From an optimization exercise on the open Yosys and OpenROAD flow, aimed at small area, a short achievable clock period and few clock cycles; shortcuts taken in it are not production practice.
Function was checked by simulation only, so behaviour that the tests miss may differ from the original.
Power is estimated from default activity; no workload was simulated.

==> flow/design.v <==
module STA(
	rst_n,
	clk,
	in_valid,
	delay,
	source,
	destination,
	out_valid,
	worst_delay,
	path
);
input			rst_n, clk, in_valid;
input	[3:0]	delay;
input	[3:0]	source;
input	[3:0]	destination;
output reg			out_valid;
output reg	[7:0]	worst_delay;
output reg	[3:0]	path;
localparam S_IDLE = 2'd0, S_IN = 2'd1, S_COMP = 2'd2, S_OUT = 2'd3;
integer u, v;
reg  [1:0]  state;
reg  [4:0]  cnt;		 
reg  [15:0] adj [0:15];
reg  [7:0]  val [0:15];
reg  [15:0] rdone;		 
reg         busy;
reg  [3:0]  cur;
reg  [15:0] rem;
reg         a_first;
reg         b_valid;
reg         b_first;
reg         b_last;
reg  [3:0]  b_cur;
reg  [3:0]  b_d;
reg  [15:0] b_lo;
reg  [15:0] b_hi;
reg  [7:0]  acc;
reg  [3:0]  best;
reg         wr_valid;
reg  [3:0]  wr_cur;
reg  [3:0]  wr_d;
reg  [7:0]  wr_acc;
reg  [3:0]  wr_best;
reg         iv_r;
reg  [3:0]  src_r;
reg  [3:0]  dst_r;
reg  [3:0]  dly_r;
always @(posedge clk or negedge rst_n) begin
	if (!rst_n) iv_r <= 1'b0;
	else        iv_r <= in_valid;
end
always @(posedge clk) begin
	src_r <= source;
	dst_r <= destination;
	dly_r <= delay;
end
wire idle = (state == S_IDLE);
reg  [15:0] rem_rev;
reg  [15:0] hi;
always @(*) begin
	for (v = 0; v < 16; v = v + 1)
		rem_rev[v] = rem[15 - v];
end
wire [15:0] hi_rev = rem_rev & (~rem_rev + 16'd1);
always @(*) begin
	for (v = 0; v < 16; v = v + 1)
		hi[v] = hi_rev[15 - v];
end
wire [15:0] lo     = rem & (~rem + 16'd1);
wire [15:0] rem_n  = rem & ~lo & ~hi;
wire        a_last = busy && (rem_n == 16'd0);
reg  [15:0] cur_dec;
reg  [3:0]  a_d;
always @(*) begin
	a_d = 4'd0;
	for (u = 0; u < 16; u = u + 1) begin
		cur_dec[u] = (cur == u);
		a_d = a_d | ({4{cur_dec[u]}} & val[u][3:0]);
	end
end
reg  [7:0]  hv1, hv2;
reg  [3:0]  e1, e2;
always @(*) begin
	hv1 = 8'd0;
	hv2 = 8'd0;
	e1 = 4'd0;
	e2 = 4'd0;
	for (v = 0; v < 16; v = v + 1) begin
		hv1 = hv1 | ({8{b_lo[v]}} & val[v]);
		hv2 = hv2 | ({8{b_hi[v]}} & val[v]);
		e1 = e1 | ({4{b_lo[v]}} & v[3:0]);
		e2 = e2 | ({4{b_hi[v]}} & v[3:0]);
	end
end
wire        c12    = (hv1 >= hv2);
wire        c1a    = b_first || (hv1 >= acc);
wire        c2a    = b_first || (hv2 >= acc);
wire        t1     = c12 && c1a;
wire        t2     = !c12 && c2a;
wire [7:0]  acc_n  = t1 ? hv1 : t2 ? hv2 : acc;
wire [3:0]  best_n = t1 ? e1 : t2 ? e2 : best;
wire        last   = b_valid && b_last;
wire [15:0] donex = rdone | 16'h0002;
reg  [15:0] ready;
always @(*) begin
	for (u = 0; u < 16; u = u + 1)
		ready[u] = (u != 1) && !rdone[u] && !(busy && cur_dec[u]) && ((adj[u] & ~donex) == 16'd0);
end
wire [15:0] psel = ready & (~ready + 16'd1);
wire        pick = (state == S_COMP) && (!busy || a_last) && (ready != 16'd0);
reg  [3:0]  penc;
always @(*) begin
	penc = 4'd0;
	for (u = 0; u < 16; u = u + 1)
		penc = penc | ({4{psel[u]}} & u[3:0]);
end
wire [15:0] rsel = (state == S_COMP) ? psel : rem;
reg  [15:0] row;
always @(*) begin
	row = 16'd0;
	for (u = 0; u < 16; u = u + 1)
		row = row | ({16{rsel[u]}} & adj[u]);
end
reg  [3:0] row_enc;
always @(*) begin
	row_enc = 4'd0;
	for (u = 0; u < 16; u = u + 1)
		row_enc = row_enc | ({4{row[u]}} & u[3:0]);
end
wire [7:0]  hsum = wr_acc + {4'd0, wr_d};
reg  [15:0] wr_dec;
reg  [15:0] best_dec;
always @(*) begin
	for (u = 0; u < 16; u = u + 1) begin
		wr_dec[u]   = wr_valid && (wr_cur == u);
		best_dec[u] = (wr_best == u);
	end
end
wire fin0 = wr_valid && (wr_cur == 4'd0);
always @(posedge clk or negedge rst_n) begin
	if (!rst_n) begin
		state <= S_IDLE;
		cnt <= 5'd0;
		busy <= 1'b0;
		b_valid <= 1'b0;
		wr_valid <= 1'b0;
		out_valid <= 1'b0;
		worst_delay <= 8'd0;
		path <= 4'd0;
	end else begin
		b_valid <= busy;
		wr_valid <= last;
		case (state)
		S_IDLE: begin
			cnt <= 5'd0;
			if (iv_r) begin
				state <= S_IN;
				cnt <= 5'd1;
			end
		end
		S_IN: begin
			cnt <= cnt + 5'd1;
			if (cnt == 5'd31) state <= S_COMP;
		end
		S_COMP: begin
			if (pick) busy <= 1'b1;
			else if (a_last) busy <= 1'b0;
			if (fin0) begin
				state <= S_OUT;
				out_valid <= 1'b1;
				worst_delay <= hsum;
				path <= 4'd0;
			end
		end
		S_OUT: begin
			worst_delay <= 8'd0;
			if (path == 4'd1) begin
				out_valid <= 1'b0;
				path <= 4'd0;
				state <= S_IDLE;
			end else begin
				path <= row_enc;
			end
		end
		endcase
	end
end
always @(posedge clk) begin
	rem <= (pick || state == S_OUT) ? row : fin0 ? 16'd1 : rem_n;
	b_lo <= lo;
	b_hi <= hi;
	b_last <= a_last;
	b_cur <= cur;
	b_d <= a_d;
	b_first <= a_first;
	a_first <= pick;
	if (pick) cur <= penc;
	acc <= acc_n;
	best <= best_n;
	wr_cur <= b_cur;
	wr_d <= b_d;
	wr_acc <= acc_n;
	wr_best <= best_n;
end
always @(posedge clk) begin
	for (u = 0; u < 16; u = u + 1) begin
		if (idle) rdone[u] <= 1'b0;
		else if (a_last && cur_dec[u]) rdone[u] <= 1'b1;
	end
end
always @(posedge clk) begin
	for (u = 0; u < 16; u = u + 1) begin
		for (v = 0; v < 16; v = v + 1) begin
			if (u != 1 && v != 0 && u != v) begin
				if (iv_r && src_r == u && dst_r == v)
					adj[u][v] <= 1'b1;
				else if (idle || (wr_dec[u] && !best_dec[v]))
					adj[u][v] <= 1'b0;
			end else
				adj[u][v] <= 1'b0;
		end
	end
end
always @(posedge clk) begin
	for (u = 0; u < 16; u = u + 1) begin
		if ((idle && u == 0) || (state == S_IN && !cnt[4] && cnt[3:0] == u))
			val[u] <= {4'd0, dly_r};
		else if (wr_dec[u] && u != 0 && u != 1)
			val[u] <= hsum;
	end
end
endmodule
clock: 12.0 ns
lec_check: 0
abc_area: 1
cap_margin: 20
core_margin: 2
core_utilization: 40
slew_margin: 20
standard.sh (not shown) runs the stock make flow with config.mk's settings and CLKGATE_MAP_FILE= SYNTH_SCRIPT=/design/flow/synth_recipe.tcl, a recipe that flattens the netlist after the stock synthesis.
==> flow/flow/run.sh <==
#!/bin/bash
# Standard layout (the standard.sh, unchanged synthesis and flow), with
# ORFS's timing repair asked to leave more setup slack than the 12 ns clock
# needs, so that it sizes up the critical paths. Constraints are unchanged.
set -euo pipefail
bash standard.sh SETUP_SLACK_MARGIN=8.8 finish > standard_flow.log 2>&1
The starting point completed without violations.
Testbench counts at the start, summed over its fixed seeds: cycles 83,426.
==> next run, changes <==
--- a/flow/flow/run.sh
+++ b/flow/flow/run.sh
@@ -5,2 +5,2 @@
 set -euo pipefail
-bash standard.sh SETUP_SLACK_MARGIN=8.8 finish > standard_flow.log 2>&1
+bash standard.sh SETUP_SLACK_MARGIN=8.4 finish > standard_flow.log 2>&1
=> Via count is lower slightly. Cell area is lower by a few percent. Synthesized cell count stays the same. Maximum frequency is higher slightly. Setup slack gets better by 0.035 ns. Global-route usage is lower by 0.66 points.


== run 1 ==
STA, a different RTL version from the one above (not shown whole).
For scale: ~450 flip-flops, roughly 24000 um^2 of cells after synthesis.
Settings: LEC_CHECK=0, ABC_AREA=1, CAP_MARGIN=20, CORE_MARGIN=2, CORE_UTILIZATION=40, CTS_CLUSTER_DIAMETER=100, CTS_CLUSTER_SIZE=20, SLEW_MARGIN=20; clock period 12.0 ns.
==> flow/flow/run.sh <==
#!/bin/bash
# Standard layout (the standard.sh, unchanged synthesis and flow), with
# ORFS's timing repair asked to leave more setup slack than the 12 ns clock
# needs, so that it sizes up the critical paths. Constraints are unchanged.
set -euo pipefail
bash standard.sh SETUP_SLACK_MARGIN=8.0 finish > standard_flow.log 2>&1
Testbench counts of run 1, summed over its fixed seeds: cycles 82,226.
> inputs changed (run 1 -> run 2)
==> flow/flow/run.sh <==
#!/bin/bash
# Standard layout (the standard.sh, unchanged synthesis and flow), with
# ORFS's timing repair asked to leave more setup slack than the 12 ns clock
# needs, so that it sizes up the critical paths. Constraints are unchanged.
set -euo pipefail
bash standard.sh SETUP_SLACK_MARGIN=8.4 finish > standard_flow.log 2>&1
==> run notes <==
Delta(highest net fanout along the worst path, run 2 - run 1) > 0
Run 2 and run 1 ended up with nearly the same via count of the first global-routing pass.
Critical-path cell with the highest stage delay = dfrtp_1: run 2; critical-path cell with the highest stage delay = clkdlybuf4s50_1: run 1
Relative to run 1, the number of ordinary and repair buffers in the finished layout measured on run 2 has increased by more than 10%.
Run 2 vs run 1 — fraction of power consumed by the clock network dropped 0.2 points.
Between run 2 and run 1, the difference in fraction of met2 tracks used by global routing is negligible.
Diff run 1 -> run 2 | static leakage | increase of about 0.8%
Run 2: flow completed, timing, DRC and antenna clean


Another version of the RTL of STA (not shown whole).
For scale: ~28 I/O pins, about 23,000 um^2 of cells after synthesis.
clock: 12.0 ns
lec_check: 0
abc_area: 1
cap_margin: 20
core_margin: 2
core_utilization: 40
cts_cluster_diameter: 100
cts_cluster_size: 20
slew_margin: 20
==> flow/flow/run.sh <==
#!/bin/bash
# Standard layout (the standard.sh, unchanged synthesis and flow), with
# ORFS's timing repair asked to leave more setup slack than the 12 ns clock
# needs, so that it sizes up the critical paths. Constraints are unchanged.
set -euo pipefail
bash standard.sh SETUP_SLACK_MARGIN=8.6 finish > standard_flow.log 2>&1
Testbench counts at the start, summed over its fixed seeds: cycles 77,816.
Then changed:
--- a/flow/flow/run.sh
+++ b/flow/flow/run.sh
@@ -6 +6 @@
-bash standard.sh SETUP_SLACK_MARGIN=8.6 finish > standard_flow.log 2>&1
+bash standard.sh SETUP_SLACK_MARGIN=8.4 finish > standard_flow.log 2>&1
What happened:
- hold slack is about the same
- final cell count went down by 0.66%
- clock-buffer cell count went down by 2
- core utilization went down by 0.76 points
- total power went down by 9.1%

-- separate check: timing with driven ports --
No port has a modelled driver above. Below, the same layouts with a new extraction and two added sets of constraints. Step 1 (the two cells are an assumption about what drives the block):
set clk [get_ports {clk}]
set_driving_cell -lib_cell sky130_fd_sc_hd__clkbuf_16 $clk
set_driving_cell -lib_cell sky130_fd_sc_hd__buf_2 [delete_from_list [all_inputs] $clk]
Step 2 adds t to the input delays and takes it off the output delays; t is the mean of the earliest and latest rising clock arrival at the registers after step 1. Input paths then give back, and output paths get back, about the clock's delay inside the block. Slacks: ideal ports / drivers / drivers and shift; pairs: ideal ports / drivers.
| run | t, ns | setup slack, ns | worst data-port slew with drivers (ns) |
|---|---|---|---|
| the first run of note 1 | 0.692 | 8.372 / 8.311 / 8.548 | 0.05 |
| the second run of note 1 | 0.680 | 8.407 / 8.346 / 8.423 | 0.04 |
| run 1 | 0.664 | 8.028 / 7.965 / 8.112 | 0.04 |
| run 2 | 0.666 | 8.377 / 8.314 / 8.492 | 0.04 |
| the first run of note 3 | 0.669 | 8.444 / 8.379 / 8.480 | 0.07 |
| the second run of note 3 | 0.674 | 8.441 / 8.379 / 8.441 | 0.07 |
After both steps setup and hold are still met in every run listed.
